This design comes from an exercise in tuning for small area and a short achievable clock period on the open sky130 flow, not from production work.
At most, simulation tests tie the RTL to the original design; equivalence was not proved.
Function not checked in run 1: the RTL went through the layout flow alone.
No activity file was given, so power comes from the tool's default toggle rates.

--- flow/run.sh ---
#!/bin/bash
# Own layout flow: the standard flow (standard.sh, the standard synthesis
# script and ORFS) with a few extra ORFS settings:
#  - the port buffers are sky130_fd_sc_hd__buf_4 instead of the resizer's default
#    choice (a slow delay cell);
#  - repair_timing aims for a larger setup margin.
# Each step's full output goes to a log file in the work folder.
set -euo pipefail
W=$(pwd)
X=("BUFFER_PORTS_ARGS=-buffer_cell sky130_fd_sc_hd__buf_4")
if [[ -f flow/extra.txt ]]; then
  while IFS= read -r line; do
    [[ -z "$line" || "$line" == \#* ]] && continue
    X+=("$line")
  done < flow/extra.txt
fi
printf '%s\n' "${X[@]}" > "$W/flow_settings.log"
bash standard.sh "${X[@]}" synth > "$W/flow_synth.log" 2>&1
bash standard.sh "${X[@]}" finish > "$W/flow_layout.log" 2>&1
test -f out/final.def
--- design.v ---
`timescale 1ns / 1ps
module ALU(
	input wire [15:0] A,
	input wire [15:0] B,
	input wire [3:0] op,
	output wire [3:0] s0,
	output wire c4,
	output wire [3:0] s1_0, s1_1, s2_0, s2_1, s3_0, s3_1,
	output wire c8_0, c8_1, c12_0, c12_1,
	output wire [15:0] logic_res,
	output wire neq
);
	function [4:0] cla4(input [3:0] p, input [3:0] g, input c);
		reg c1, c2, c3, c4;
		begin
			c1 = g[0] | (p[0] & c);
			c2 = g[1] | (p[1] & g[0]) | (p[1] & p[0] & c);
			c3 = g[2] | (p[2] & g[1]) | (p[2] & p[1] & g[0]) | (p[2] & p[1] & p[0] & c);
			c4 = g[3] | (p[3] & g[2]) | (p[3] & p[2] & g[1]) | (p[3] & p[2] & p[1] & g[0])
			     | (p[3] & p[2] & p[1] & p[0] & c);
			cla4 = {c4, p ^ {c3, c2, c1, c}};
		end
	endfunction
	wire sub = op[2];
	wire [15:0] x = A ^ {16{sub}};
	wire [15:0] p = B ^ x;
	wire [15:0] g = B & x;
	wire c16_0, c16_1;
	assign {c4, s0} = cla4(p[3:0], g[3:0], sub);
	assign {c8_0, s1_0} = cla4(p[7:4], g[7:4], 1'b0);
	assign {c8_1, s1_1} = cla4(p[7:4], g[7:4], 1'b1);
	assign {c12_0, s2_0} = cla4(p[11:8], g[11:8], 1'b0);
	assign {c12_1, s2_1} = cla4(p[11:8], g[11:8], 1'b1);
	assign {c16_0, s3_0} = cla4(p[15:12], g[15:12], 1'b0);
	assign {c16_1, s3_1} = cla4(p[15:12], g[15:12], 1'b1);
	assign logic_res = op[0] ? (B | A) : (B & A);
	assign neq = (B != A);
endmodule
`timescale 1ns / 1ps
module program_counter(
	input wire [15:0] pc,
	input wire [15:0] instruction,
	input wire step,
	input wire clr,
	output wire [15:0] d_nt,
	output wire [15:0] d_br
);
	wire [15:0] pc_inc = pc + 16'd1;
	wire is_j = (instruction[15:12] == 4'd15);
	wire [15:0] nt = is_j ? {pc_inc[15:12], instruction[11:0]} : pc_inc;
	assign d_nt = clr ? 16'd0 : step ? nt : pc;
	wire [4:0] imm1 = {instruction[3], instruction[3:0]} + 5'd1;
	assign d_br = pc + {{11{imm1[4]}}, imm1};
endmodule
`timescale 1ns / 1ps
module register_file(
	input wire [255:0] R,
	input wire [3:0] addr,
	output wire [15:0] data
);
	assign data = R[16*addr +: 16];
endmodule
`timescale 1ns / 1ps
module microprocessor(
	input wire clk,
	input wire clr,
	input wire step,
	input wire [15:0] instruction,
	output wire [15:0] pc_out,
	output reg wb_en,
	output reg [3:0] wb_addr,
	output wire [15:0] wb_data,
	output reg st_en,
	output reg [1:0] st_addr,
	output reg [15:0] st_data
);
	wire [3:0] op = instruction[15:12];
	wire [3:0] ra = instruction[11:8];
	wire [3:0] rb = instruction[7:4];
	wire [3:0] rc = instruction[3:0];
	reg [255:0] R;           
	reg [63:0] M;            
	reg [3:0] q_s0, q_s1_0, q_s1_1, q_s2_0, q_s2_1, q_s3_0, q_s3_1;
	reg q_c4, q_c8_0, q_c8_1, q_c12_0, q_c12_1;
	reg [15:0] q_logic;
	reg q_log, q_sum, q_slt, q_taken;
	reg [3:0] q_lsel;        
	reg [15:0] pc_nt, pc_br;
	genvar gi;
	wire c8 = q_c8_0 | (q_c8_1 & q_c4);
	wire c12 = q_c12_0 | (q_c12_1 & c8);
	wire [15:0] sum = {c12 ? q_s3_1 : q_s3_0, c8 ? q_s2_1 : q_s2_0,
	                   q_c4 ? q_s1_1 : q_s1_0, q_s0};
	wire [15:0] res = ({16{q_lsel[0]}} & M[15:0]) | ({16{q_lsel[1]}} & M[31:16]) |
	                  ({16{q_lsel[2]}} & M[47:32]) | ({16{q_lsel[3]}} & M[63:48]) |
	                  ({16{q_log}} & q_logic) | ({16{q_sum}} & sum) |
	                  {15'd0, q_slt & sum[15]};
	assign wb_data = res;
	wire [15:0] pc = q_taken ? pc_br : pc_nt;
	assign pc_out = pc;
	wire [15:0] r_wdata = res & {16{~clr}};
	generate
		for (gi = 0; gi < 16; gi = gi + 1) begin : rf
			wire en = clr | (wb_en & (wb_addr == gi));
			always @(posedge clk)
				if (en) R[16*gi +: 16] <= r_wdata;
		end
	endgenerate
	wire [63:0] m_init = {16'd0, 16'd5, 16'd22, 16'd1};
	generate
		for (gi = 0; gi < 4; gi = gi + 1) begin : dm
			wire en = clr | (st_en & (st_addr == gi));
			always @(posedge clk)
				if (en) M[16*gi +: 16] <= clr ? m_init[16*gi +: 16] : st_data;
		end
	endgenerate
	wire [15:0] Ar, Br;
	register_file read_a (.R(R), .addr(ra), .data(Ar));
	register_file read_b (.R(R), .addr(rb), .data(Br));
	wire [15:0] A = (wb_en && wb_addr == ra) ? res : Ar;
	wire [15:0] B = (wb_en && wb_addr == rb) ? res : Br;
	wire [3:0] s0, s1_0, s1_1, s2_0, s2_1, s3_0, s3_1;
	wire c4, c8_0, c8_1, c12_0, c12_1, neq;
	wire [15:0] logic_res;
	ALU alu0 (.A(A), .B(B), .op(op), .s0(s0), .c4(c4), .s1_0(s1_0), .s1_1(s1_1),
	          .s2_0(s2_0), .s2_1(s2_1), .s3_0(s3_0), .s3_1(s3_1), .c8_0(c8_0), .c8_1(c8_1),
	          .c12_0(c12_0), .c12_1(c12_1), .logic_res(logic_res), .neq(neq));
	wire is_lw = (op == 4'd8);
	wire wr = step & ((op[3:1] == 3'b000) | (op == 4'd2) | (op[3:1] == 3'b011) | is_lw);
	wire st = step & (op == 4'd10);
	wire [1:0] maddr = B[1:0] + rc[1:0];
	wire [15:0] d_nt, d_br;
	program_counter pc0 (.pc(pc), .instruction(instruction), .step(step), .clr(clr),
	                     .d_nt(d_nt), .d_br(d_br));
	always @(posedge clk) begin
		if (clr) begin
			wb_en <= 1'b0;
			st_en <= 1'b0;
			q_taken <= 1'b0;
		end else begin
			wb_en <= wr;
			st_en <= st;
			q_taken <= step & (op == 4'd14) & neq;
		end
		pc_nt <= d_nt;
		pc_br <= d_br;
		q_s0 <= s0;
		q_c4 <= c4;
		q_s1_0 <= s1_0;
		q_s1_1 <= s1_1;
		q_c8_0 <= c8_0;
		q_c8_1 <= c8_1;
		q_s2_0 <= s2_0;
		q_s2_1 <= s2_1;
		q_c12_0 <= c12_0;
		q_c12_1 <= c12_1;
		q_s3_0 <= s3_0;
		q_s3_1 <= s3_1;
		q_logic <= logic_res;
		q_log <= (op[3:1] == 3'b000);
		q_sum <= (op == 4'd2) | (op == 4'd6);
		q_slt <= (op == 4'd7);
		q_lsel <= {4{is_lw}} & (4'b0001 << maddr);
		wb_addr <= is_lw ? rb : rc;
		st_addr <= maddr;
		st_data <= B;
	end
endmodule
--- standard.sh ---
#!/bin/bash
# synth_recipe.tcl (not shown) runs the flow's synth.tcl, then flattens the netlist and writes it again
# the make line also repeats each setting of config.mk as NAME=value (left out here)
make -C /OpenROAD-flow-scripts/flow DESIGN_CONFIG=/design/flow/config.mk WORK_HOME=/design/flow/orfs CLKGATE_MAP_FILE= SYNTH_SCRIPT=/design/flow/synth_recipe.tcl "${@:-finish}"
--- flow/extra.txt ---
SETUP_SLACK_MARGIN=6.2
TNS_END_PERCENT=100
--- config.mk ---
export PLATFORM = sky130hd
export DESIGN_NAME = microprocessor
export DESIGN_NICKNAME = microprocessor
export VERILOG_FILES = /design/flow/design.v
export SDC_FILE = /design/flow/constraint.sdc
export NUM_CORES = 4
export LEC_CHECK = 0
export CAP_MARGIN = 20
export CORE_MARGIN = 2
export CORE_UTILIZATION = 40
export CTS_CLUSTER_DIAMETER = 80
export CTS_CLUSTER_SIZE = 20
export SETUP_SLACK_MARGIN = 5
export SLEW_MARGIN = 20
export SYNTH_HIERARCHICAL = 1
--- constraint.sdc ---
create_clock -name core_clock -period 10.5 [get_ports {clk}]
set_input_delay 2.1000 -clock core_clock [delete_from_list [all_inputs] [get_ports {clk}]]
set_output_delay 2.1000 -clock core_clock [all_outputs]
set_load 0.01 [all_outputs]
==> results of run 1 <==
## logic make-up after synthesis
group	after synthesis
buf+inv	135
flops	433
xor+xnor	68
fa+ha+maj	73
compound gates	258
simple gates	240
mux	189
## layout by cell type (no fill, tap or decap), types with 5 or more instances in the layout
| cell type | n |
|---|---|
| dfxtp_4 | 6 |
| a31oi_1 | 9 |
| mux4_1 | 19 |
| o21ai_2 | 10 |
| nand2_1 | 70 |
| and2_1 | 10 |
| and3_1 | 11 |
| clkbuf_16 | 31 |
| a21oi_1 | 36 |
| o21ai_0 | 21 |
| clkbuf_1 | 15 |
| a21o_1 | 12 |
| xor2_2 | 5 |
| inv_1 | 58 |
| nand2b_1 | 8 |
| xnor2_1 | 28 |
| o211ai_1 | 6 |
| nor2b_1 | 20 |
| mux2i_1 | 13 |
| a222oi_1 | 12 |
| a21oi_2 | 8 |
| ha_4 | 5 |
| ha_1 | 61 |
| buf_16 | 9 |
| or2_2 | 5 |
| edfxtp_1 | 320 |
| nand3_1 | 16 |
| dfxtp_1 | 106 |
| xor2_1 | 33 |
| buf_4 | 123 |
| a22oi_1 | 95 |
| mux4_2 | 109 |
| mux2_2 | 45 |
| nor2_1 | 64 |
## cell usage after synthesis, types with 5 or more instances
library cell  instances  area share [%]
a21o_1               12            0.43
buf_6                10            0.54
mux4_2              108              12
o31ai_1               5            0.18
nor2b_1              24            0.72
edfxtp_1            320              46
and2_1               10            0.30
buf_2                18            0.43
and3_1               11            0.33
a222oi_1             12            0.58
nand2_1              70             1.3
or2_2                 5            0.15
nand2b_1              8            0.24
ha_1                 69             4.2
mux2_2               48             2.6
inv_1                58             1.1
a21oi_1              43             1.0
o211ai_1              6            0.22
a22oi_1              99             3.6
nand3_1              17            0.41
clkbuf_1             36            0.65
xnor2_1              29             1.2
a31oi_1               9            0.27
o21ai_0              37            0.89
buf_4                 9            0.33
xor2_1               38             1.6
mux2i_1              13            0.63
nor2_1               67             1.2
mux4_1               20             2.5
dfxtp_1             113              11
## power by group
part	internal, uW	switching, uW
combinational	376	434
sequential	2060	91.2
clock	491	562
total	2930	1090
## per-stage QoR
step / setup WS (ns) / area, um2 / hold slack [ns] / total power (uW) / std cells
6_report: 6.23 / 23800 / 0.564 / 4010 / 2190
5_1_grt: 6.18 / 23800 / 0.581 / 4180 / 2190
4_1_cts: 6.21 / 23500 / 0.566 / 4010 / 2177
3_5_place_dp: 4.52 / 22200 / 0.544 / 2940 / 2117
3_3_place_gp: 4.60 / 22200 / 0.554 / 2920 / 2116
2_1_floorplan: 5.99 / 20900 / 0.578 / 2670 / 1396
## sequential cells by signal, summed over array words and instances (netlist names), 2 cells and up
| name | count |
|---|---|
| q_logic | 16 |
| M | 64 |
| st_addr | 2 |
| pc_br | 16 |
| q_s3_1 | 4 |
| R | 256 |
| pc_nt | 16 |
| q_s1_1 | 4 |
| q_s0 | 4 |
| st_data | 16 |
| q_s1_0 | 4 |
| q_lsel | 4 |
| wb_addr | 4 |
| q_s3_0 | 4 |
| q_s2_1 | 4 |
| q_s2_0 | 4 |
## repair_timing
action | in CTS | in global routing
gates resized for setup | 54 | 21
buffers inserted | 7 | 9
endpoints found under the hold margin | 0 | 0
hold buffers | 0 | 0
endpoints found under the setup margin | 87 | 21
pin swaps | 5 | 8
gates cloned | 6 | 4
## worst max path at each step
stage | from | endpoint | slack (ns)
2_1_floorplan | instruction[9] | q_s3_1[3]$_DFF_P_ | 5.99
3_3_place_gp | instruction[8] | q_s2_0[3]$_DFF_P_ | 4.60
3_5_place_dp | instruction[8] | q_s2_0[3]$_DFF_P_ | 4.52
4_1_cts | q_c4$_DFF_P_ | wb_data[14] | 6.21
5_1_grt | instruction[4] | q_taken$_SDFF_PP0_ | 6.18
6_report | instruction[8] | q_c4$_DFF_P_ | 6.23
## area by class of cell
class                      instances  area, um2  area share, %
multi-input combinational        828       8580           36.1
clock buffer                      43        746           3.14
inverter                          59        221          0.932
clock inverter                     4       31.3          0.132
sequential                       433      11900           50.1
timing repair buffer             143       1440           6.04
tap                              680        851           3.58
## per-module statistics from Yosys, one instance, submodules excluded
| module | cells inside | cell area, um2 | flip-flops and latches | copies in the design |
|---|---|---|---|---|
| ALU | 201 | 1570 | 0 | 1 |
| microprocessor | 725 | 13900 | 433 | 1 |
| program_counter | 196 | 1350 | 0 | 1 |
| register_file | 137 | 1930 | 0 | 2 |
## metal layers
layer  vias to the layer above  routed length [um]
met5                         -                   0
met4                         0                1650
met3                        98                3430
met2                       441               27600
met1                      6496               23200
li1                       5638                   -
==> out/qor.csv, run 1 <==
metric,value,unit
status,finished clean,
grt_pass1_vias,12526,
async_flop_share,0,%
path_buf_inv,2,
wl_per_cell,25.5,um
start_util,40.4,%
syn_inst,1396,
clk_latency,0.59,ns
core_region_area,51300,um2
syn_avg_cell_area,14.8,um2
antenna_found_initial,0,
synth_edf_count,320,
cts_tree,done,
cp_top_family,multiplexers,
end_kind,flop,
hp-class,reg -> reg,
path_cells,buf_16 > clkbuf_16 > mux4_2 > a22oi_1 > nand2_1 > mux2_2 > xor2_1 > ha_1 > o21ai_0 > o21bai_1 > a21o_1,
ff2ff_path_depth,10,
clock_sinks,433,
die_w,232,um
ys.flop_type,edfxtp_1,
grt_max_degree,51,
grt_util_met1,27.0,%
die_area,53700,um2
holdPathStages,1,
hold-path-endpoint,M[20]$_SDFFCE_PP1P_,
ys_ff_latch,433,
post-route-util,46.3,%
fin_skew,0.0301,ns
io_pins,75,
ir_worst_vdd,0.000115,V
place_congestion,0.806,
area_delta_synth_final,14.6,%
hold_violations,0,
fin_crit_sh,40.6,%
top_usage_layer,met2,
p_leak,0.00894,uW
yosysWarningCount,8,
clockBufferDepth,3,
viasPerCell,5.79,
rr_startpoint,wb_addr[1]$_DFF_P_,
drive_gt1_share,27.9,%
drt_iter0_markers,1300,
vias,12673,
row_count,83,
clock.fmax,234,MHz
grt_pass1_wl,82.0,mm
overflow,0,
drt_wl_total,55.9,mm
synthAdderAreaFrac,4.55,%
worstReg2RegEnd,q_s3_1[3]$_DFF_P_,
cp_max_fo,17,
yosys.area_share.simple,5.73,%
cap_violations,0,
cts.clk_slew.worst_paths,0.09,ns
htreeDepth,1,
hold_start,st_data[4]$_DFF_P_,
final_nets,1583,
crit_cells,11,
worst_pin_slew,1.13,ns
die_y,232,um
tns,0,ns
synth_compound_area_share,8.95,%
relSlewSlack,24.5,%
syn_nets,1488,
ys_seq_area_share,57.3,%
slowest_stage,mux4_2,
synthMuxAreaShare,17.5,%
synth_top_family_by_area,multiplexers,
postRouteAntennaNets,0,
cts-root-buf,clkbuf_16,
dp_hpwl,35.4,mm
dr.pass1.iters,6,
use_met3,2.88,%
grt_usage,20.7,%
setup_viol,0,
critPathRequiredTime,10.99,ns
slowest_delay,0.50,ns
syn_area,20700,um2
met2_usage,35.6,%
io_buffers,74,
r2r_slack,7.22,ns
route.detailed.drc,0,
diodes,0,
critPathLaunchType,input port,
slew_violations,0,
fin_crit,4.27,ns
num-fill-cells,4464,
cts_made_buffers,26,
yosysUniqueCellTypes,71,
rsz0062_at_grt,yes,
synth-xor-area-share,2.91,%
critPathArrivalTime,4.76,ns
critPathKind,in -> reg,
power_density,169,nW/um2
==> run 2, diff against run 1 <==
--- a/design.v
+++ b/design.v
@@ -36,3 +36,3 @@
 	assign logic_res = op[0] ? (B | A) : (B & A);
-	assign neq = (B != A);
+	assign neq = ~&p;
 endmodule
==> flow/extra.txt (replaced) <==
SETUP_SLACK_MARGIN=6.3
TNS_END_PERCENT=100
==> run 2 against run 1 <==
Cell area increased by 0.11%; maximum frequency fell by 1.3%; sequential share of layout area down 0.055 points; clock skew shrank 0.017 ns; first-iteration DRC count shrank 1.6%; largest cell class unchanged.
==> out/qor.csv, run 2 <==
metric,value,unit
cts-root-buf,clkbuf_16,
io_buffers,74,
clockBufferDepth,3,
slowest_stage,dfxtp_1,
async_flop_share,0,%
drt_wl_total,54.6,mm
relSlewSlack,23.4,%
critPathRequiredTime,8.40,ns
largest_reg_flops,256,
regMostFlops,R,
layout_commonest_cell,edfxtp_1,
grt_pass1_wl,79.5,mm
synth_top_area_cell,edfxtp_1,
design_area,23800,um2
critPathKind,reg -> out,
hold_violations,0,
core_region_area,50100,um2
cts.clk_slew.worst_paths,0.08,ns
route.detailed.drc,0,
ff2ff_path_depth,10,
num-fill-cells,4313,
fin_skew,0.0134,ns
holdPathStages,1,
synth_most_common_cell,edfxtp_1,
wl_per_cell,25.5,um
largestRegisters,"R x256, M x64",
ys_top_cells_by_area,"edfxtp_1 47%, mux4_2 12%, dfxtp_1 11%, a22oi_1 3.7%, mux2_2 2.7%",
antenna_found_initial,0,
use_met3,3.26,%
status,finished clean,
top_usage_layer,met2,
ys.flop_type,edfxtp_1,
ys_ff_latch,433,
setup_viol,0,
ys_seq_area_share,58.7,%
critPathArrivalTime,2.22,ns
fin_crit_sh,41.2,%
final_cell_mix,"320 x edfxtp_1, 141 x buf_4, 112 x mux4_2",
htreeDepth,1,
hp-class,reg -> reg,
final_nets,1511,
hold-path-endpoint,M[20]$_SDFFCE_PP1P_,
multi_input_area,8380,um2
cap_violations,0,
drt_iter0_markers,1279,
grt_util_met1,26.2,%
slowest_delay,0.95,ns
diodes,0,
grt_max_degree,34,
synth_edf_count,320,
cp_top_family,flip-flops,
overflow,0,
path_cells,mux2_2 > buf_4,
hold_start,st_data[4]$_DFF_P_,
viasPerCell,5.81,
met2_usage,35.9,%
dpl_cell_area,21700,um2
io_pins,75,
grt_pass1_vias,12191,
clk_latency,0.56,ns
tns,0,ns
dp_hpwl,33.7,mm
area_delta_synth_final,17.6,%
vias,12433,
clock.fmax,231,MHz
postRouteAntennaNets,0,
p_leak,0.00879,uW
syn_area,20200,um2
end_kind,output port,
dr.pass1.iters,5,
yosysWarningCount,8,
power_density,167,nW/um2
synthTopCellsByCount,"320 x edfxtp_1, 113 x dfxtp_1, 108 x mux4_2",
slew_violations,0,
grt_usage,20.4,%
row_count,82,
syn_nets,1385,
synth_top_area_share,47.5,%
ir_worst_vdd,0.000115,V
regArea,11900,um2
cp_max_fo,16,
rr_startpoint,q_taken$_SDFF_PP0_,
yosysUniqueCellTypes,72,
worstReg2RegEnd,pc_br[14]$_DFF_P_,
place_congestion,0.829,
drive_gt1_share,32.6,%
syn_inst,1323,
cts_made_buffers,25,
die_w,229,um
path_buf_inv,1,
cts_tree,done,
worst_pin_slew,1.15,ns
clock_sinks,433,
r2r_slack,7.16,ns
start_util,40.4,%
syn_avg_cell_area,15.3,um2
die_area,52400,um2
rsz0062_at_grt,yes,
critPathLaunchType,flop,
fin_crit,4.32,ns
die_y,229,um
-- run 2: cell count changes in the layout (fill, tap and decap cells not counted), sizes merged, moves of 2 or more --
cell    delta
inv       -32
buf       +30
ha        -30
maj3      +15
a21oi     -10
nor2       -9
mux2i      -4
nand4      +3
nor4       -3
xor2       -3
bufbuf     +2
-- run 2: layer usage --
layer | vias to the layer above | share of wire [%]
met4 | 0 | 2.8
met5 | - | 0
met1 | 6387 | 40
met2 | 444 | 50
met3 | 91 | 6.7
li1 | 5511 | -
-- run 2: cell families after synthesis --
kind of cell    Yosys count  synth area share, %
mux                     185                 17.7
compound gates          248                 8.86
flops                   433                 58.7
simple gates            230                 5.67
xor+xnor                 66                 2.96
fa+ha+maj                58                 3.55
buf+inv                 103                 2.54
-- run 2: cell type report --
cell class / count / area share [%]
clock buffer: 43 / 2.93
multi-input combinational: 787 / 35.2
sequential: 433 / 50.0
timing repair buffer: 174 / 7.76
tap: 672 / 3.54
inverter: 28 / 0.442
clock inverter: 3 / 0.0789
-- run 2: timing repair --
| item | CTS | global route |
|---|---|---|
| buffers inserted | 22 | 31 |
| hold buffers | 0 | 0 |
| pin swaps | 16 | 22 |
| resized for setup | 75 | 35 |
| endpoints found under the setup margin | 90 | 43 |
| gates cloned | 10 | 3 |
-- run 2: worst register-to-register path, delay by kind of cell, from the launching register on --
family,cells,cell delay [ns]
buf+inv,1,0.07
flops,1,0.95
fa+ha+maj,2,0.67
simple gates,2,0.36
mux,1,0.44
xor+xnor,1,0.15
compound gates,3,0.58
-- run 2: power by group --
part / switching [uW] / internal [uW] / leakage [uW]
sequential: 88.7 / 2060 / 0.00424
combinational: 431 / 405 / 0.00420
clock: 540 / 454 / 0.000345
total: 1060 / 2920 / 0.00879
-- run 2: modules after synthesis (local to each module, per instance) --
module | cells | copies in the design | flip-flops and latches | cell area, um2
microprocessor | 725 | 1 | 433 | 13900
register_file | 137 | 2 | 0 | 1930
program_counter | 196 | 1 | 0 | 1350
ALU | 128 | 1 | 0 | 1070
-- run 2: worst max-delay path by stage --
stage | start | end | slack [ns] | depth (start not counted)
after global routing | instruction[8] | q_taken$_SDFF_PP0_ | 6.10 | 15
after global placement | instruction[8] | q_taken$_SDFF_PP0_ | 4.40 | 14
final | q_taken$_SDFF_PP0_ | pc_out[6] | 6.18 | 2
after detailed placement | instruction[8] | q_taken$_SDFF_PP0_ | 4.43 | 14
after floorplan | instruction[8] | q_taken$_SDFF_PP0_ | 5.97 | 13
after CTS | instruction[8] | q_taken$_SDFF_PP0_ | 6.10 | 13
-- run 2: stage by stage --
step	hold WS, ns	instances	power [uW]	setup WS (ns)	util (%)
floorplan	0.578	1323	2660	5.97	-
global placement	0.537	2028	2890	4.40	43.3
detailed placement	0.562	2028	2900	4.43	43.3
CTS	0.580	2106	3940	6.10	46.4
global route	0.603	2140	4130	6.10	47.5
finish	0.578	2140	3980	6.18	47.5
==> run 3, diff against run 2 <==
==> flow/extra.txt (replaced) <==
SETUP_SLACK_MARGIN=6.2
TNS_END_PERCENT=100
--- a/config.mk
+++ b/config.mk
@@ -12,2 +12,3 @@
 export CTS_CLUSTER_SIZE = 20
+export PLACE_DENSITY = 0.75
 export SETUP_SLACK_MARGIN = 5
==> run 3 against run 2 <==
Still clean on timing, DRC and antenna; clock skew increased by 0.0036 ns; register-to-register slack lost 0.23 ns; sequential share of layout area grew 1.1 points; hold slack lost 0.025 ns; cell count down 1.2%; routed wire length is 2.6% lower; sequential power about the same; maximum frequency fell by 2.8%; sequential cell count stayed put; critical endpoint is now q_taken$_SDFF_PP0_.
==> out/qor.csv, run 3 <==
metric,value,unit
syn_avg_cell_area,15.3,um2
clock_power_share,25.3,%
power.switching,1050,uW
grt_max_degree,68,
power.internal,2880,uW
ir_worst_vdd,0.000119,V
clockBufferDepth,3,
die_area,52400,um2
ys.flop_type,edfxtp_1,
fin_crit_sh,42.4,%
row_count,82,
yosysUniqueCellTypes,72,
critPathKind,in -> reg,
drt_iter0_markers,1572,
io_pins,75,
design_area,23200,um2
ys_top_cells_by_area,"edfxtp_1 47%, mux4_2 12%, dfxtp_1 11%, a22oi_1 3.7%, mux2_2 2.7%",
swShare,26.7,%
p_leak,0.00852,uW
final_nets,1485,
dr.pass1.iters,5,
fin_crit,4.45,ns
synth_top_area_cell,edfxtp_1,
dpl_cell_area,21700,um2
syn_inst,1323,
core_region_area,50100,um2
start_util,40.4,%
power_density,169,nW/um2
cts_tree,done,
clk_latency,0.57,ns
synth_top_area_share,47.5,%
die_y,229,um
cp_max_fo,8,
regMostFlops,R,
htreeDepth,1,
cap_violations,0,
layout_commonest_cell,edfxtp_1,
end_kind,flop,
status,finished clean,
yosysWarningCount,8,
antenna_found_initial,1,
power_frac_seq,55.0,%
hold_ws,0.554,ns
cts_made_buffers,25,
grt_pass1_wl,78.4,mm
postCtsHoldBufs,0,
tns,0,ns
syn_area,20200,um2
synthTopCellsByCount,"320 x edfxtp_1, 113 x dfxtp_1, 108 x mux4_2",
worst_pin_slew,1.02,ns
hp-class,reg -> reg,
ys_seq_area_share,58.7,%
postRouteAntennaNets,0,
synth_edf_count,320,
die_w,229,um
drt_wl_total,53.2,mm
diodes,0,
rsz0062_at_grt,yes,
route.detailed.drc,0,
critPathLaunchType,input port,
critPathArrivalTime,4.90,ns
critPathRequiredTime,10.95,ns
grt_usage,19.6,%
setup_viol,0,
num-fill-cells,4271,
grt_pass1_vias,12745,
syn_nets,1385,
slew_violations,0,
drive_gt1_share,30.0,%
place_congestion,0.837,
io_buffers,74,
relSlewSlack,31.9,%
async_flop_share,0,%
vias,12767,
largestRegisters,"R x256, M x64",
clock_sinks,433,
wl_per_cell,25.2,um
pwr-share-comb,19.7,%
cts-root-buf,clkbuf_16,
final_cell_mix,"320 x edfxtp_1, 122 x buf_4, 112 x mux4_2",
cts.clk_slew.worst_paths,0.08,ns
fin_skew,0.0170,ns
overflow,0,
viasPerCell,6.04,
synth_most_common_cell,edfxtp_1,
area_delta_synth_final,14.8,%
dp_hpwl,32.7,mm
largest_reg_flops,256,
ys_ff_latch,433,
clock.fmax,225,MHz
hold_violations,0,
## run 3: stage by stage
stage | util [%] | cells | total power (uW) | worst slack (ns)
after floorplan | - | 1323 | 2660 | 5.97
after global placement | 43.2 | 2023 | 2870 | 4.50
after detailed placement | 43.3 | 2026 | 2900 | 4.50
after CTS | 45.6 | 2091 | 3890 | 6.03
after global routing | 46.4 | 2114 | 4060 | 6.04
final | 46.4 | 2114 | 3920 | 6.05
## run 3: worst max-delay path: stages
cell	delay [ns]
buf_6	0.13
buf_16	0.14
xnor2_2	0.13
nand2_2	0.10
nor4_4	0.32
buf_6	0.18
buf_12	0.14
buf_6	0.11
mux2_4	0.33
xor2_4	0.20
ha_4	0.33
nand4_1	0.10
nor4_1	0.30
nand4_1	0.15
nand2_1	0.09
nor2_1	0.05
## run 3: cell type report
type                       count  area (um2)  area share [%]
sequential                   433       11900            51.1
multi-input combinational    787        8200            35.3
timing repair buffer         148        1480            6.38
tap                          672         841            3.62
clock buffer                  44         697            3.00
inverter                      28         109           0.469
clock inverter                 2        17.5          0.0754
## run 3: power groups by stage
stage / Clock, uW / Sequential (uW) / Combinational, uW
final: 993 / 2160 / 775
after detailed placement: 0 / 2190 / 709
after global routing: 1060 / 2180 / 825
after global placement: 0 / 2170 / 693
after CTS: 1000 / 2150 / 735
after floorplan: 0 / 2150 / 501
## run 3: kinds of logic after synthesis
logic type,count (synthesis),synth area share [%]
xor gates and xnor gates,66,2.96
muxes,185,17.7
buffers and inverters,103,2.54
DFF,433,58.7
AOI/OAI and AO/OA,248,8.86
adders and majority gates,58,3.55
and+or+nand+nor,230,5.67
## run 3: modules after synthesis (local to each module, per instance)
| module | cells inside | copies in the design |
|---|---|---|
| register_file | 137 | 2 |
| program_counter | 196 | 1 |
| ALU | 128 | 1 |
| microprocessor | 725 | 1 |
## run 3: repair_timing
item | CTS | global route
endpoints found under the setup margin | 80 | 57
hold endpoints to repair | 0 | 0
buffers inserted | 14 | 18
gates cloned | 5 | 5
gates resized for setup | 31 | 46
pin swaps | 7 | 14
## run 3: layer usage
metal / share of wire [%] / track usage (%) / vias to the layer above
li1: - / - / 5463
met1: 38 / 24.6 / 6476
met2: 50 / 34.7 / 690
met3: 8.4 / 2.74 / 138
met4: 4.0 / 6.76 / 0
met5: 0 / 0 / -
## run 3: path summary, 6_finish.rpt
check	slack, ns	to	from	cells past startpoint
min	0.55	M[17]$_SDFFCE_PP1P_	st_data[1]$_DFF_P_	1
max reg2reg	6.93	q_taken$_SDFF_PP0_	wb_addr[1]$_DFF_P_	14
max	6.05	q_taken$_SDFF_PP0_	instruction[9]	16
min reg2reg	0.55	M[17]$_SDFFCE_PP1P_	st_data[1]$_DFF_P_	1
==> run 4, diff against run 3 <==
--- a/config.mk
+++ b/config.mk
@@ -12,3 +12,2 @@
 export CTS_CLUSTER_SIZE = 20
-export PLACE_DENSITY = 0.75
 export SETUP_SLACK_MARGIN = 5
==> run 4 against run 3 <==
Maximum frequency up 2.9%; setup slack better by 0.12 ns; clock power up 7%; clock skew up 0.014 ns; sequential power about the same.
==> out/qor.csv, run 4 <==
metric,value,unit
status,finished clean,
syn_inst,1323,
timing.final.ws_setup,6.18,ns
ys_top_cells_by_area,"edfxtp_1 47%, mux4_2 12%, dfxtp_1 11%, a22oi_1 3.7%, mux2_2 2.7%",
viasPerCell,5.89,
syn_avg_cell_area,15.3,um2
layout_commonest_cell,edfxtp_1,
vias,12414,
diodes,0,
row_count,82,
die_area,52400,um2
io_buffers,74,
fin_skew,0.0305,ns
critPathKind,in -> reg,
rr_startpoint,wb_addr[0]$_DFF_P_,
critPathArrivalTime,4.77,ns
detailedPlace.worstSlack,4.53,ns
antenna_found_initial,0,
cts_tree,done,
num-fill-cells,4409,
power_density,172,nW/um2
grt_pass1_wl,79.6,mm
core_region_area,50100,um2
postCtsHoldBufs,0,
regMostFlops,R,
postRouteAntennaNets,0,
clock.fmax,231,MHz
clock_sinks,433,
wl_per_cell,26.0,um
r2r_slack,7.14,ns
tns,0,ns
async_flop_share,0,%
fin_crit_sh,41.2,%
ys_seq_area_share,58.7,%
cts_made_buffers,26,
final_nets,1477,
clk_latency,0.58,ns
start_util,40.4,%
cts.clk_slew.worst_paths,0.09,ns
die_w,229,um
slew_violations,0,
ys_ff_latch,433,
largest_reg_flops,256,
hp-class,reg -> reg,
final_cell_mix,"320 x edfxtp_1, 119 x buf_4, 111 x mux4_2",
synth_top_area_cell,edfxtp_1,
syn_area,20200,um2
relSlewSlack,23.7,%
ir_worst_vdd,0.000134,V
largestRegisters,"R x256, M x64",
cp_max_fo,13,
synthTopCellsByCount,"320 x edfxtp_1, 113 x dfxtp_1, 108 x mux4_2",
ys.flop_type,edfxtp_1,
cts-root-buf,clkbuf_16,
drt_wl_total,54.8,mm
synth_edf_count,320,
io_pins,75,
drive_gt1_share,29.7,%
dr.pass1.iters,7,
drt_iter0_markers,1136,
yosysWarningCount,8,
overflow,0,
yosysUniqueCellTypes,72,
synth_most_common_cell,edfxtp_1,
dp_hpwl,33.6,mm
grt_pass1_vias,12288,
place_congestion,0.865,
end_kind,flop,
critPathRequiredTime,10.95,ns
worst_pin_slew,1.14,ns
hold_start,st_data[4]$_DFF_P_,
cp-startpoint,instruction[8],
hold_violations,0,
route.detailed.drc,0,
clockBufferDepth,3,
setup_viol,0,
synth_top_area_share,47.5,%
fin_crit,4.32,ns
design_area,23200,um2
grt_usage,20.4,%
grt_max_degree,68,
critPathLaunchType,input port,
rsz0062_at_grt,yes,
syn_nets,1385,
p_leak,0.00853,uW
die_y,229,um
area_delta_synth_final,14.9,%
htreeDepth,1,
dpl_cell_area,21700,um2
cap_violations,0,
==> run 4: cell counts after synthesis <==
Identical to the previous run, type by type.
==> run 4: layout make-up <==
class                           count  area, um2  area share [%]
Multi-Input combinational cell    787       8240            35.5
Timing Repair Buffer              139       1380            5.95
Clock buffer                       44        739            3.18
Inverter                           28        105           0.452
Clock inverter                      4       48.8           0.210
Sequential cell                   433      11900            51.1
Tap cell                          672        841            3.62
==> run 4: worst max-delay path, cell delays in order <==
cell	delay [ns]
buf_16	0.17
buf_12	0.14
mux4_2	0.48
a22oi_1	0.20
nand2_1	0.09
mux2_2	0.29
xor2_1	0.15
ha_2	0.46
nand4_1	0.19
nor4_2	0.24
nand4_1	0.12
nand2_1	0.07
nor2_1	0.04
==> run 4: metal layers <==
metal  wire, um  share of wire [%]  GRT usage, %  up-vias
met5          0                  0             0        -
met4       1150                2.1          5.46        0
met3       3440                6.3          2.99       72
met2      26900                 49          34.0      452
met1      23300                 42          27.9     6451
li1           -                  -             -     5439
==> run 4: path summary, 6_finish.rpt <==
kind	end	cells past startpoint
max	q_taken$_SDFF_PP0_	13
min	M[20]$_SDFFCE_PP1P_	1
max reg2reg	q_taken$_SDFF_PP0_	11
min reg2reg	M[20]$_SDFFCE_PP1P_	1
==> run 4: kinds of logic (layout without fill, tap and decap cells) <==
group | count (synthesis) | in the layout | share of synthesized area [%]
AOI/OAI and AO/OA | 248 | 248 | 8.86
DFF | 433 | 433 | 58.7
and+or+nand+nor | 230 | 230 | 5.67
adders and majority gates | 58 | 58 | 3.55
muxes | 185 | 185 | 17.7
buffers and inverters | 103 | 215 | 2.54
xor gates and xnor gates | 66 | 66 | 2.96
==> run 4: modules after synthesis, one instance, submodules excluded <==
module / cells inside / flip-flops and latches
microprocessor: 725 / 433
ALU: 128 / 0
program_counter: 196 / 0
register_file: 137 / 0
==> run 4: report_power, final <==
group / internal (uW) / switching, uW
Clock: 499 / 558
Sequential: 2060 / 91.1
Combinational: 364 / 418
==> run 4: stage by stage <==
step	total power [uW]	hold slack, ns	instances	util (%)
after floorplan	2660	0.578	1323	-
after global placement	2890	0.551	2026	43.3
after detailed placement	2910	0.548	2027	43.4
after CTS	3980	0.586	2087	45.6
after global routing	4150	0.607	2107	46.4
final	3990	0.580	2107	46.4
==> run 4: what timing repair did <==
action | CTS | global route
buffers inserted | 7 | 16
pin swaps | 4 | 7
resized for setup | 37 | 30
setup endpoints to repair | 79 | 40
gates cloned | 5 | 4
==> run 5, diff against run 4 <==
--- a/design.v
+++ b/design.v
@@ -50,5 +50,4 @@
 	wire [15:0] nt = is_j ? {pc_inc[15:12], instruction[11:0]} : pc_inc;
-	assign d_nt = clr ? 16'd0 : step ? nt : pc;
-	wire [4:0] imm1 = {instruction[3], instruction[3:0]} + 5'd1;
-	assign d_br = pc + {{11{imm1[4]}}, imm1};
+	assign d_nt = {16{~clr}} & (step ? nt : pc);
+	assign d_br = pc + {{12{instruction[3]}}, instruction[3:0]} + 16'd1;
 endmodule
==> run 5 against run 4 <==
Synthesized cell count is 0.68% higher; clock power barely moved; power down 0.41%; maximum frequency down 0.37%; via count rose by 0.33%; sequential cell count is the same; register-to-register slack barely moved; setup slack got worse by 0.016 ns; hold slack worse by 0.0097 ns; sequential power barely moved; global-route usage about the same; highest routed layer unchanged.
==> out/qor.csv, run 5 <==
metric,value,unit
clock_power_share,26.4,%
hold_violations,0,
synthAdderAreaFrac,3.43,%
cts.clk_slew.worst_paths,0.08,ns
fin_crit,4.34,ns
die_area,52300,um2
largestRegisters,"R x256, M x64",
critPathArrivalTime,4.79,ns
synth-xor-area-share,2.79,%
drt_wl_total,54.9,mm
syn_nets,1392,
dr.pass1.iters,7,
dp_hpwl,35.0,mm
hold-path-endpoint,M[32]$_SDFFCE_PP1P_,
cp-startpoint,instruction[8],
vias,12455,
relSlewSlack,35.5,%
grt_usage,20.3,%
path_buf_inv,5,
power_density,171,nW/um2
grt_pass1_wl,80.1,mm
end_kind,flop,
setup_viol,0,
postCtsHoldBufs,0,
start_util,40.4,%
worst_pin_slew,0.965,ns
ys_seq_area_share,58.7,%
holdPathStages,1,
slew_violations,0,
syn_area,20200,um2
ys_top_cells_by_area,"edfxtp_1 48%, mux4_2 12%, dfxtp_1 11%, a22oi_1 3.5%, mux2_2 2.7%",
layout_commonest_cell,edfxtp_1,
worstReg2RegEnd,q_taken$_SDFF_PP0_,
syn_avg_cell_area,15.2,um2
fin_skew,0.0205,ns
power.internal,2910,uW
antenna_found_initial,0,
clockBufferDepth,3,
wl_per_cell,25.8,um
synth_top_area_share,47.6,%
hold_start,st_data[0]$_DFF_P_,
viasPerCell,5.86,
async_flop_share,0,%
grt_max_degree,67,
regMostFlops,R,
critPathLaunchType,input port,
synth_compound_area_share,9.00,%
die_w,229,um
power.switching,1070,uW
row_count,82,
clock_sinks,433,
route.detailed.drc,0,
yosysWarningCount,8,
drive_gt1_share,29.6,%
cp_top_family,multiplexers,
io_pins,75,
tns,0,ns
hp-class,reg -> reg,
core_region_area,50000,um2
critPathKind,in -> reg,
ir_worst_vdd,0.000118,V
cp_max_fo,11,
cap_violations,0,
p_leak,0.00858,uW
rr_startpoint,wb_addr[0]$_DFF_P_,
synth_most_common_cell,edfxtp_1,
pwr-share-comb,19.5,%
cts-root-buf,clkbuf_16,
synthTopCellsByCount,"320 x edfxtp_1, 113 x dfxtp_1, 108 x mux4_2",
die_y,229,um
clk_latency,0.58,ns
ys.flop_type,edfxtp_1,
diodes,0,
overflow,0,
synth_top_family_by_area,multiplexers,
status,finished clean,
critPathRequiredTime,10.95,ns
cts_tree,done,
path_cells,buf_16 > buf_16 > buf_12 > buf_12 > mux4_2 > a22oi_2 > nand2_1 > mux2_4 > xor2_2 > inv_1 > ha_4 > nand4_1 > nor4_2 > nand4_1 > nand2_1 > nor2_1,
drt_iter0_markers,1145,
synth_edf_count,320,
total_power,3970,uW
rsz0062_at_grt,yes,
place_congestion,0.816,
io_buffers,74,
fin_crit_sh,41.3,%
ys_ff_latch,433,
yosys.area_share.simple,5.78,%
clock.fmax,230,MHz
cts_made_buffers,26,
syn_inst,1332,
synthMuxAreaShare,17.6,%
slowest_stage,mux4_2,
postRouteAntennaNets,0,
final_cell_mix,"320 x edfxtp_1, 132 x buf_4, 113 x mux4_2",
area_delta_synth_final,15.0,%
htreeDepth,1,
synth_top_area_cell,edfxtp_1,
power_frac_seq,54.1,%
r2r_slack,7.13,ns
yosysUniqueCellTypes,71,
ff2ff_path_depth,11,
swShare,26.9,%
grt_pass1_vias,12308,
largest_reg_flops,256,
slowest_delay,0.49,ns
final_nets,1494,
run 5: changes by cell type in the layout (fill, tap and decap cells not counted), sizes merged, moves of 4 or more:
cell    previous run  this run
nand4              7        12
a31oi              9        15
a21o              13        18
nor2              59        55
o21ai             39        44
buf              134       148
clkbuf            48        44
a22oi             99        94
run 5: how the worst max path moves through the flow:
stage / end / slack, ns / depth (start not counted)
after floorplan: q_taken$_SDFF_PP0_ / 5.99 / 13
after global placement: q_taken$_SDFF_PP0_ / 4.55 / 14
after detailed placement: q_taken$_SDFF_PP0_ / 4.52 / 14
after CTS: q_taken$_SDFF_PP0_ / 6.09 / 12
after global routing: q_taken$_SDFF_PP0_ / 6.02 / 16
final: q_taken$_SDFF_PP0_ / 6.16 / 16
run 5: metrics by stage:
stage	instances	utilization, %	hold WS [ns]	instance area (um2)	setup slack (ns)
after global routing	2126	46.5	0.595	23200	6.02
after global placement	2038	43.3	0.550	21600	4.55
after detailed placement	2039	43.4	0.551	21700	4.52
after floorplan	1332	-	0.578	20400	5.99
final	2126	46.5	0.570	23200	6.16
after CTS	2102	45.7	0.566	22800	6.09
run 5: per-module statistics from Yosys, one instance, submodules excluded:
module / cells / times used / flip-flops and latches / cell area, um2
register_file: 137 / 2 / 0 / 1930
ALU: 128 / 1 / 0 / 1070
microprocessor: 725 / 1 / 433 / 13900
program_counter: 205 / 1 / 0 / 1330
run 5: layout make-up:
| type | count | area [um2] |
|---|---|---|
| clock buffers | 42 | 732 |
| clock inverters | 6 | 38.8 |
| fillers | 4306 | 26700 |
| repair buffers | 152 | 1470 |
| well taps | 672 | 841 |
| inverters | 30 | 113 |
| multi-input cells | 791 | 8140 |
| flip-flops and latches | 433 | 11900 |
run 5: kinds of logic after synthesis:
logic type,after synthesis
flops,433
fa+ha+maj,56
compound gates,258
xor+xnor,62
mux,182
simple gates,233
buf+inv,108
run 5: layer usage:
metal  vias up  wire, um  GRT usage [%]
li1       5496         -              -
met2       444     27400           34.9
met1      6440     22800           27.3
met3        75      3190           2.46
met5         -         0              0
met4         0      1470           5.49
run 5: power by group through the flow:
stage	Clock, uW	Sequential [uW]	Combinational, uW
after detailed placement	0	2190	718
after global routing	1130	2170	831
after floorplan	0	2150	498
after CTS	1070	2150	745
after global placement	0	2180	711
final	1050	2150	774
run 5: repair_timing:
item                                    4_1_cts  5_1_grt
pin swaps                                     5       10
gates resized for setup                      41       33
gates cloned                                  4        2
buffers inserted                             11       22
endpoints found under the setup margin       77       26
==> run 6, diff against run 5 <==
==> flow/extra.txt (replaced) <==
SETUP_SLACK_MARGIN=6.2
TNS_END_PERCENT=50
--- a/config.mk
+++ b/config.mk
@@ -12,2 +12,3 @@
 export CTS_CLUSTER_SIZE = 20
+export PLACE_DENSITY = 0.75
 export SETUP_SLACK_MARGIN = 5
==> run 6 against run 5 <==
Still clean on timing, DRC and antenna; non-clock buffer count down 28; sequential power about the same; first-iteration DRC count up 30%; combinational power down 3.6%; register-to-register slack worse by 0.22 ns; critical path type is now reg -> out; critical path depth down 14; sequential cell count unchanged.
==> out/qor.csv, run 6 <==
metric,value,unit
hold_violations,0,
path_buf_inv,1,
antenna_found_initial,1,
path_cells,mux2_2 > buf_4,
total_power,3900,uW
holdPathStages,1,
drt_iter0_markers,1488,
hp-class,reg -> reg,
worstReg2RegEnd,pc_br[12]$_DFF_P_,
clock_sinks,433,
final_cell_mix,"320 x edfxtp_1, 113 x mux4_2, 107 x dfxtp_1",
use_met3,3.46,%
cts.clk_slew.worst_paths,0.08,ns
rr_startpoint,q_taken$_SDFF_PP0_,
ys_ff_latch,433,
die_y,229,um
ys_top_cells_by_area,"edfxtp_1 48%, mux4_2 12%, dfxtp_1 11%, a22oi_1 3.5%, mux2_2 2.7%",
syn_nets,1392,
num-fill-cells,4283,
dr.pass1.iters,5,
relSlewSlack,22.7,%
regMostFlops,R,
cts_tree,done,
grt_usage,19.5,%
route.detailed.drc,0,
cp_top_family,flip-flops,
diodes,0,
ys_seq_area_share,58.7,%
viasPerCell,6.09,
p_leak,0.00839,uW
fin_crit_sh,42.2,%
slew_violations,0,
postRouteAntennaNets,0,
drive_gt1_share,26.8,%
critPathKind,reg -> out,
fin_cells,2096,
row_count,82,
die_area,52300,um2
rsz0062_at_grt,yes,
synth_top_area_share,47.6,%
syn_inst,1332,
top_usage_layer,met2,
cp_max_fo,16,
tns,0,ns
largest_reg_flops,256,
regArea,11900,um2
layout_commonest_cell,edfxtp_1,
grt_pass1_wl,77.7,mm
syn_area,20200,um2
async_flop_share,0,%
end_kind,output port,
cap_violations,0,
overflow,0,
place_inst,2030,
fin_skew,0.0130,ns
synth_top_area_cell,edfxtp_1,
grt_pass1_vias,12541,
vias,12769,
fin_crit,4.43,ns
start_util,40.4,%
clock.fmax,226,MHz
cts_made_buffers,25,
grt_max_degree,67,
wl_per_cell,25.0,um
synthTopCellsByCount,"320 x edfxtp_1, 113 x dfxtp_1, 108 x mux4_2",
yosysWarningCount,8,
core_region_area,50000,um2
hold_ws,0.582,ns
slowest_stage,dfxtp_1,
hold-path-endpoint,M[17]$_SDFFCE_PP1P_,
largestRegisters,"R x256, M x64",
critPathRequiredTime,8.40,ns
yosysUniqueCellTypes,71,
ys.flop_type,edfxtp_1,
syn_avg_cell_area,15.2,um2
htreeDepth,1,
clk_latency,0.58,ns
io_buffers,74,
power_density,171,nW/um2
met2_usage,33.1,%
ff2ff_path_depth,10,
r2r_slack,6.91,ns
dp_hpwl,32.6,mm
critPathArrivalTime,2.33,ns
place_congestion,0.820,
setup_viol,0,
critPathLaunchType,flop,
status,finished clean,
slowest_delay,1.02,ns
synth_edf_count,320,
grt_util_met1,24.8,%
worst_pin_slew,1.16,ns
final_nets,1465,
die_w,229,um
drt_wl_total,52.3,mm
clockBufferDepth,3,
hold_start,st_data[1]$_DFF_P_,
cts-root-buf,clkbuf_16,
area_delta_synth_final,13.0,%
ir_worst_vdd,0.000124,V
io_pins,75,
synth_most_common_cell,edfxtp_1,
multi_input_area,8070,um2
-- run 6: Yosys stat by module, one instance, submodules excluded --
module	times used	area, um2
microprocessor	1	13900
register_file	2	1930
program_counter	1	1330
ALU	1	1070
-- run 6: cells by family after synthesis --
family                     after synthesis  share of synthesized area, %
DFF                                    433                          58.7
AOI/OAI and AO/OA                      258                          9.00
and+or+nand+nor                        233                          5.78
muxes                                  182                          17.6
buffers and inverters                  108                          2.64
xor gates and xnor gates                62                          2.79
adders and majority gates               56                          3.43
-- run 6: what timing repair did --
item / CTS / global route
hold endpoints to repair: 0 / 0
gates cloned: 4 / 4
resized for setup: 40 / 18
setup buffers: 2 / 9
pin swaps: 2 / 6
endpoints found under the setup margin: 81 / 46
hold buffers: 0 / 0
-- run 6: worst max-delay path by stage --
stage	start	to	slack, ns	depth (start not counted)
floorplan	instruction[8]	q_taken$_SDFF_PP0_	5.99	13
global placement	instruction[8]	q_taken$_SDFF_PP0_	4.60	14
detailed placement	instruction[8]	q_taken$_SDFF_PP0_	4.52	14
CTS	q_c4$_DFF_P_	wb_data[14]	6.00	5
global route	instruction[8]	q_taken$_SDFF_PP0_	6.01	13
finish	q_taken$_SDFF_PP0_	pc_out[6]	6.07	2
-- run 6: stage by stage --
step | setup WS, ns | cell area (um2) | utilization (%)
after floorplan | 5.99 | 20300 | -
after global placement | 4.60 | 21600 | 43.1
after detailed placement | 4.52 | 21600 | 43.2
after CTS | 6.00 | 22500 | 45.1
after global routing | 6.01 | 22800 | 45.7
final | 6.07 | 22800 | 45.7
-- run 6: cell type report --
type                       count  share of cell area, %
clock buffer                  44                   3.05
multi-input combinational    791                   35.3
clock inverter                 2                 0.0767
sequential                   433                   52.0
tap                          672                   3.68
inverter                      30                  0.493
timing repair buffer         124                   5.38
-- run 6: metal layers --
layer	up-vias	part of all wire [%]	routed length, um
met5	-	0	0
met4	0	3.7	1940
met3	127	9.2	4840
met2	711	50	26100
met1	6492	37	19500
li1	5439	-	-
-- run 6: report_power, final --
| group | internal, uW | switching, uW | leakage [uW] |
|---|---|---|---|
| clock network | 454 | 544 | 0.000340 |
| registers | 2060 | 91.7 | 0.00424 |
| logic | 346 | 400 | 0.00382 |
| total | 2860 | 1040 | 0.00839 |
==> run 7, diff against run 6 <==
==> flow/extra.txt (replaced) <==
SETUP_SLACK_MARGIN=6.3
TNS_END_PERCENT=100
==> run 7 against run 6 <==
Largest power group unchanged; synthesized area stayed put; cell area is 2.3% higher; largest cell class unchanged; die area stayed put; setup slack better by 0.16 ns; register-to-register slack better by 0.32 ns; clock skew is 0.011 ns higher; sequential power hardly changed; synthesized cell count stayed put; core utilization is 1.0 points higher.
==> out/qor.csv, run 7 <==
metric,value,unit
tns,0,ns
cap_violations,0,
synth_most_common_cell,edfxtp_1,
clock.fmax,234,MHz
power_density,171,nW/um2
route.detailed.drc,0,
wl_per_cell,25.5,um
largest_reg_flops,256,
postRouteAntennaNets,0,
place_congestion,0.814,
ys_ff_latch,433,
io_pins,75,
clk_latency,0.59,ns
num-fill-cells,4147,
drive_gt1_share,30.5,%
worstReg2RegEnd,q_taken$_SDFF_PP0_,
area_delta_synth_final,15.6,%
cts_tree,done,
grt_max_degree,68,
hp-class,reg -> reg,
viasPerCell,6.02,
cts.clk_slew.worst_paths,0.08,ns
design_area,23400,um2
grt_pass1_vias,12629,
clockBufferDepth,3,
vias,12770,
drt_wl_total,54.1,mm
io_buffers,74,
fin_crit,4.27,ns
hold_start,st_data[1]$_DFF_P_,
core_region_area,50000,um2
status,finished clean,
grt_usage,19.5,%
drt_iter0_markers,1547,
drt-met1-wl,19.6,mm
ys_top_cells_by_area,"edfxtp_1 48%, mux4_2 12%, dfxtp_1 11%, a22oi_1 3.5%, mux2_2 2.7%",
cts-root-buf,clkbuf_16,
regMostFlops,R,
final_cell_mix,"320 x edfxtp_1, 125 x buf_4, 113 x mux4_2",
ys.flop_type,edfxtp_1,
critPathRequiredTime,10.95,ns
route.met2.wl,27.2,mm
ys_seq_area_share,58.7,%
fin_skew,0.0235,ns
final_nets,1489,
dr.pass1.iters,5,
critPathArrivalTime,4.73,ns
worst_pin_slew,1.16,ns
layout_commonest_cell,edfxtp_1,
antenna_found_initial,0,
rsz0062_at_grt,yes,
cp_max_fo,6,
holdPathStages,1,
clock_sinks,433,
row_count,82,
async_flop_share,0,%
die_area,52300,um2
r2r_slack,7.23,ns
fin_crit_sh,40.7,%
p_leak,0.00859,uW
setup_viol,0,
dpl_cell_area,21600,um2
overflow,0,
dr.max_layer_used,met4,
synthTopCellsByCount,"320 x edfxtp_1, 113 x dfxtp_1, 108 x mux4_2",
largestRegisters,"R x256, M x64",
htreeDepth,1,
relSlewSlack,22.2,%
die_w,229,um
ff2ff_path_depth,12,
critPathKind,in -> reg,
slew_violations,0,
hold-path-endpoint,M[17]$_SDFFCE_PP1P_,
start_util,40.4,%
synth_top_area_cell,edfxtp_1,
synth_top_area_share,47.6,%
grt_pass1_wl,77.7,mm
die_y,229,um
rr_startpoint,wb_addr[0]$_DFF_P_,
cts_made_buffers,25,
yosysUniqueCellTypes,71,
diodes,0,
yosysWarningCount,8,
syn_nets,1392,
critPathLaunchType,input port,
end_kind,flop,
syn_inst,1332,
hold_violations,0,
dp_hpwl,32.6,mm
syn_area,20200,um2
dr_wl_met3,4.80,mm
syn_avg_cell_area,15.2,um2
synth_edf_count,320,
ir_worst_vdd,0.000109,V
run 7: power by group:
part,internal [uW],switching (uW),leakage [uW]
combinational,385,427,0.00400
clock,477,542,0.000352
sequential,2060,93.5,0.00424
run 7: cell type report:
class                   instances  area [um2]  share of cell area (%)
repair buffers                148        1510                    6.47
inverters                      30         113                   0.482
multi-input cells             791        8270                    35.4
well taps                     672         841                    3.60
clock buffers                  43         693                    2.97
flip-flops and latches        433       11900                    50.9
clock inverters                 3        43.8                   0.187
run 7: cells by family after synthesis:
group | share of synthesized area, %
muxes | 17.6
DFF | 58.7
and+or+nand+nor | 5.78
adders and majority gates | 3.43
AOI/OAI and AO/OA | 9.00
xor gates and xnor gates | 2.79
buffers and inverters | 2.64
run 7: critical path, stage by stage:
cell       delay [ns]
buf_16           0.15
clkbuf_16        0.19
mux4_2           0.51
a22oi_1          0.19
nand2_1          0.13
mux2_2           0.31
xor2_1           0.15
ha_1             0.35
nand4_1          0.12
nor4_2           0.27
nand4_1          0.13
nand2_1          0.08
nor2_1           0.05
run 7: stage by stage:
step	hold WS (ns)	power [uW]	cells	setup WS, ns	util [%]
floorplan	0.578	2650	1332	5.99	-
global route	0.596	4130	2120	6.13	46.8
finish	0.577	3980	2120	6.23	46.8
CTS	0.560	3920	2091	6.14	45.6
detailed placement	0.540	2890	2028	4.56	43.3
global placement	0.548	2860	2028	4.58	43.2
run 7: routing by layer:
metal	global-route usage, %	up-vias
met1	24.4	6433
met2	33.8	684
met5	0	-
met4	7.84	0
met3	2.99	154
li1	-	5499
run 7: worst max-delay path by stage:
stage / from / to / slack (ns) / cells past startpoint
global route: instruction[8] / q_taken$_SDFF_PP0_ / 6.13 / 13
CTS: instruction[8] / q_taken$_SDFF_PP0_ / 6.14 / 13
global placement: instruction[8] / q_taken$_SDFF_PP0_ / 4.58 / 13
detailed placement: instruction[8] / q_taken$_SDFF_PP0_ / 4.56 / 14
finish: instruction[8] / q_taken$_SDFF_PP0_ / 6.23 / 13
floorplan: instruction[8] / q_taken$_SDFF_PP0_ / 5.99 / 13
run 7: modules after synthesis, one instance, submodules excluded:
| module | flip-flops and latches | times used |
|---|---|---|
| ALU | 0 | 1 |
| register_file | 0 | 2 |
| microprocessor | 433 | 1 |
| program_counter | 0 | 1 |
run 7: what timing repair did:
action | CTS | global route
setup endpoints to repair | 88 | 28
gates cloned | 5 | 8
hold buffers | 0 | 0
resized for setup | 51 | 41
pin swaps | 10 | 24
buffers inserted | 12 | 21
==> run 8, diff against run 7 <==
==> flow/extra.txt (replaced) <==
SETUP_SLACK_MARGIN=6.2
TNS_END_PERCENT=100
--- a/config.mk
+++ b/config.mk
@@ -9,3 +9,3 @@
 export CORE_MARGIN = 2
-export CORE_UTILIZATION = 40
+export CORE_UTILIZATION = 45
 export CTS_CLUSTER_DIAMETER = 80
==> run 8 against run 7 <==
Largest cell class unchanged; largest power group unchanged; clock power hardly changed; routed wire length down 0.94%; synthesized area did not move; highest routed layer unchanged; sequential cell count is the same.
==> out/qor.csv, run 8 <==
metric,value,unit
clockBufferDepth,3,
async_flop_share,0,%
wl_per_cell,26.5,um
power_frac_seq,54.9,%
vias,12740,
slew_violations,0,
grt_pass1_vias,12589,
critPathKind,in -> reg,
largest_reg_flops,256,
syn_area,20200,um2
drt_iter0_markers,1445,
relSlewSlack,23.6,%
rr_startpoint,wb_addr[1]$_DFF_P_,
use_met3,2.41,%
place_congestion,0.849,
rsz0062_at_grt,yes,
cts-root-buf,clkbuf_16,
grt_util_met1,27.7,%
syn_nets,1392,
power.switching,1060,uW
dp_hpwl,33.0,mm
yosysWarningCount,8,
grt_max_degree,68,
ys_top_cells_by_area,"edfxtp_1 48%, mux4_2 12%, dfxtp_1 11%, a22oi_1 3.5%, mux2_2 2.7%",
final_cell_mix,"320 x edfxtp_1, 113 x mux4_2, 111 x buf_4",
synthTopCellsByCount,"320 x edfxtp_1, 113 x dfxtp_1, 108 x mux4_2",
power_density,171,nW/um2
regMostFlops,R,
diodes,0,
place_inst,1947,
cap_violations,0,
power.internal,2880,uW
clock_sinks,433,
worst_pin_slew,1.14,ns
overflow,0,
critPathArrivalTime,4.83,ns
cts.clk_slew.worst_paths,0.08,ns
postRouteAntennaNets,0,
dr.pass1.iters,5,
die_y,216,um
fin_crit,4.35,ns
tns,0,ns
clock_power_share,25.5,%
io_buffers,74,
route.detailed.drc,0,
p_leak,0.00849,uW
hp-class,reg -> reg,
end_kind,flop,
syn_avg_cell_area,15.2,um2
die_area,46600,um2
htreeDepth,1,
viasPerCell,6.29,
ys_ff_latch,433,
cts_made_buffers,25,
cp_max_fo,9,
met2_usage,39.2,%
detailedPlace.worstSlack,4.56,ns
area_delta_synth_final,14.0,%
synth_edf_count,320,
cts_tree,done,
fin_skew,0.0202,ns
row_count,77,
hold_ws,0.595,ns
ys_seq_area_share,58.7,%
layout_commonest_cell,edfxtp_1,
synth_most_common_cell,edfxtp_1,
syn_inst,1332,
start_util,45.6,%
setup_viol,0,
synth_top_area_cell,edfxtp_1,
swShare,26.9,%
synth_top_area_share,47.6,%
drive_gt1_share,28.7,%
io_pins,75,
clock.fmax,230,MHz
hold_start,st_data[1]$_DFF_P_,
antenna_found_initial,0,
largestRegisters,"R x256, M x64",
yosysUniqueCellTypes,71,
ir_worst_vdd,0.000122,V
status,finished clean,
cp-startpoint,instruction[8],
grt_pass1_wl,77.2,mm
die_w,216,um
fin_crit_sh,41.4,%
fin_cells,2026,
pwr-share-comb,19.7,%
ys.flop_type,edfxtp_1,
grt_usage,22.0,%
critPathLaunchType,input port,
hold_violations,0,
clk_latency,0.59,ns
core_region_area,44300,um2
timing.final.ws_setup,6.15,ns
drt_wl_total,53.6,mm
top_usage_layer,met2,
critPathRequiredTime,10.98,ns
final_nets,1475,
run 8: cell counts after synthesis:
No cell type changed its count.
run 8: final timing paths:
check	depth (start not counted)	slack, ns	to
worst max register to register	12	7.19	q_c4$_DFF_P_
worst max-delay path	13	6.15	q_c4$_DFF_P_
worst min-delay path	1	0.59	M[17]$_SDFFCE_PP1P_
worst min register to register	1	0.59	M[17]$_SDFFCE_PP1P_
run 8: logic make-up after synthesis:
logic type	count (synthesis)	share of synthesized area (%)
DFF	433	58.7
AOI/OAI and AO/OA	258	9.00
and+or+nand+nor	233	5.78
muxes	182	17.6
buffers and inverters	108	2.64
xor gates and xnor gates	62	2.79
adders and majority gates	56	3.43
run 8: area by class of cell:
class | count | area, um2
multi-input cells | 791 | 8190
clock buffers | 44 | 697
repair buffers | 134 | 1390
clock inverters | 2 | 17.5
flip-flops and latches | 433 | 11900
inverters | 30 | 113
well taps | 592 | 741
fillers | 3518 | 21300
run 8: per-stage QoR:
stage / util (%) / instance area, um2 / total power, uW
CTS: 51.1 / 22700 / 3900
global route: 52.0 / 23000 / 4070
finish: 52.0 / 23000 / 3940
floorplan: - / 20400 / 2650
detailed placement: 48.5 / 21500 / 2890
global placement: 48.4 / 21400 / 2850
run 8: critical path: stages:
cell,delay [ns]
buf_16,0.16
buf_16,0.17
mux4_1,0.61
a22oi_2,0.16
nand2_2,0.11
nor2_1,0.12
a21oi_1,0.10
xor2_1,0.20
ha_1,0.38
buf_4,0.16
a211oi_2,0.22
o21bai_2,0.14
a21o_1,0.20
run 8: repair_timing:
item	CTS	global route
pin swaps	10	8
hold buffers	0	0
resized for setup	41	33
gates cloned	7	5
setup buffers	9	12
endpoints found under the setup margin	82	22
run 8: modules after synthesis, one instance, submodules excluded:
| module | cells | area [um2] |
|---|---|---|
| program_counter | 205 | 1330 |
| microprocessor | 725 | 13900 |
| register_file | 137 | 1930 |
| ALU | 128 | 1070 |
run 8: power by group through the flow:
stage,Clock [uW],Sequential (uW),Combinational (uW)
finish,1000,2160,775
global route,1070,2180,823
CTS,1010,2150,735
detailed placement,0,2190,702
global placement,0,2170,683
floorplan,0,2150,498
run 8: routing by layer:
metal	vias to the layer above	share of wire (%)	wire, um
met5	-	0	0
li1	5458	-	-
met1	6467	37	19900
met3	109	8.1	4360
met2	706	51	27500
met4	0	3.5	1900
==> run 9, diff against run 8 <==
==> flow/extra.txt (replaced) <==
SETUP_SLACK_MARGIN=6.0
TNS_END_PERCENT=100
--- a/config.mk
+++ b/config.mk
@@ -9,3 +9,3 @@
 export CORE_MARGIN = 2
-export CORE_UTILIZATION = 45
+export CORE_UTILIZATION = 40
 export CTS_CLUSTER_DIAMETER = 80
==> run 9 against run 8 <==
Still clean; global-route usage is 3.1 points lower; critical path depth down 8; sequential cell count unchanged; cell count up 3.8%; combinational power down 6.7%; non-clock buffer count is 3 lower; core utilization decreased by 6.4 points; via count down 3.0%; clock power is essentially flat; sequential share of layout area up 0.61 points; synthesized cell count unchanged; critical path type is now reg -> out; largest cell class unchanged; largest power group unchanged.
==> out/qor.csv, run 9 <==
metric,value,unit
dp_hpwl,32.5,mm
ff2ff_path_depth,10,
cp_max_fo,6,
fin_skew,0.0301,ns
power_frac_seq,55.7,%
rr_startpoint,q_taken$_SDFF_PP0_,
async_flop_share,0,%
cts_tree,done,
ys_ff_latch,433,
hold_violations,0,
synth_top_area_share,47.6,%
route.met2.wl,25.6,mm
grt_usage,18.8,%
worstReg2RegEnd,pc_br[12]$_DFF_P_,
yosys.area_share.simple,5.78,%
syn_area,20200,um2
yosysWarningCount,8,
status,finished clean,
yosysUniqueCellTypes,71,
io_pins,75,
ys.flop_type,edfxtp_1,
htreeDepth,1,
grt_max_degree,51,
slew_violations,0,
clk_latency,0.57,ns
final_nets,1472,
largest_reg_flops,256,
clock_power_share,25.5,%
row_count,82,
fin_crit,4.42,ns
slowest_stage,o211ai_1,
drt-met1-wl,19.4,mm
clock_sinks,433,
grt_pass1_wl,75.9,mm
power.switching,1010,uW
synth_edf_count,320,
route.detailed.drc,0,
final_cell_mix,"320 x edfxtp_1, 113 x buf_4, 112 x mux4_2",
power_density,170,nW/um2
num-fill-cells,4252,
path_buf_inv,1,
fin_crit_sh,42.1,%
ys_top_cells_by_area,"edfxtp_1 48%, mux4_2 12%, dfxtp_1 11%, a22oi_1 3.5%, mux2_2 2.7%",
synth-xor-area-share,2.79,%
diodes,0,
antenna_found_initial,0,
die_y,229,um
critPathKind,reg -> out,
dr_wl_met3,4.58,mm
hp-class,reg -> reg,
die_area,52300,um2
slowest_delay,0.47,ns
ir_worst_vdd,0.000146,V
synthMuxAreaShare,17.6,%
cp_top_family,compound AO/OA/AOI/OAI gates,
crit_cells,5,
dr.max_layer_used,met4,
critPathRequiredTime,8.40,ns
critPathLaunchType,flop,
post-route-util,45.5,%
pwr-share-comb,18.7,%
timing.final.ws_setup,6.08,ns
synthTopCellsByCount,"320 x edfxtp_1, 113 x dfxtp_1, 108 x mux4_2",
area_delta_synth_final,12.6,%
regMostFlops,R,
p_leak,0.00840,uW
critPathArrivalTime,2.32,ns
layout_commonest_cell,edfxtp_1,
cts_made_buffers,25,
r2r_slack,6.98,ns
grt_pass1_vias,12429,
[run 9: cell types whose count changed in the layout (fill, tap and decap cells not counted), sizes merged]
cell and change:
clkbuf -2, buf -1, bufbuf -1, clkinv +1
[run 9: cell families after synthesis]
| logic type | Yosys count |
|---|---|
| flip-flops | 433 |
| AO/OA/AOI/OAI | 258 |
| AND/OR/NAND/NOR | 233 |
| multiplexers | 182 |
| buffers and inverters | 108 |
| XOR/XNOR | 62 |
| adder cells (fa/ha/maj) | 56 |
[run 9: cell type report]
cell class / instances / area [um2] / area share [%]
Clock buffer: 43 / 693 / 3.05
Clock inverter: 3 / 18.8 / 0.0825
Inverter: 30 / 113 / 0.495
Multi-Input combinational cell: 791 / 7950 / 34.9
Sequential cell: 433 / 11900 / 52.2
Tap cell: 672 / 841 / 3.70
Timing Repair Buffer: 131 / 1260 / 5.55
[run 9: modules after synthesis (local to each module, per instance)]
module / cells inside / area [um2]
register_file: 137 / 1930
ALU: 128 / 1070
program_counter: 205 / 1330
microprocessor: 725 / 13900
[run 9: worst reg2reg max path: stages, from the launching register on]
cell,delay (ns)
dfxtp_1,0.97
mux2_2,0.50
inv_1,0.09
ha_1,0.18
inv_1,0.06
fa_1,0.39
a21o_1,0.22
a221oi_2,0.40
o21ai_2,0.18
a311oi_2,0.31
xnor2_1,0.15
[run 9: power groups by stage]
stage / Combinational (uW) / Sequential (uW) / Clock, uW
after floorplan: 483 / 2150 / 0
after global placement: 673 / 2170 / 0
after detailed placement: 688 / 2190 / 0
after CTS: 701 / 2150 / 1000
after global routing: 777 / 2170 / 1060
final: 723 / 2150 / 984
[run 9: repair_timing]
item                       CTS  global route
buffers inserted             1            19
setup endpoints to repair   50            24
hold buffers                 0             0
pin swaps                    1             2
resized for setup           24            15
gates cloned                 2             4
[run 9: how the worst min path moves through the flow]
stage	startpoint	slack [ns]	end	depth (start not counted)
floorplan	st_data[1]$_DFF_P_	0.58	M[17]$_SDFFCE_PP1P_	1
global placement	st_data[2]$_DFF_P_	0.56	M[34]$_SDFFCE_PP1P_	1
detailed placement	st_data[2]$_DFF_P_	0.57	M[18]$_SDFFCE_PP1P_	1
CTS	st_data[2]$_DFF_P_	0.59	M[18]$_SDFFCE_PP1P_	1
global route	st_data[2]$_DFF_P_	0.62	M[18]$_SDFFCE_PP1P_	1
finish	st_data[2]$_DFF_P_	0.59	M[18]$_SDFFCE_PP1P_	1
[run 9: per-layer routing]
| metal | track usage [%] | vias up |
|---|---|---|
| li1 | - | 5449 |
| met1 | 24.2 | 6158 |
| met2 | 32.8 | 648 |
| met3 | 2.88 | 97 |
| met4 | 6.03 | 0 |
| met5 | 0 | - |
[run 9: through the flow]
step | instances | hold slack (ns)
4_1_cts | 2080 | 0.591
3_3_place_gp | 2031 | 0.555
6_report | 2103 | 0.593
3_5_place_dp | 2031 | 0.568
5_1_grt | 2103 | 0.620
2_1_floorplan | 1332 | 0.578

Setup slack of run 9, layout unchanged: 6.079 ns with ideal ports, 5.928 ns with driving cells assumed (clock clkbuf_16, inputs buf_2), 5.324 ns with port delays also shifted by the 0.605 ns mid clock arrival.
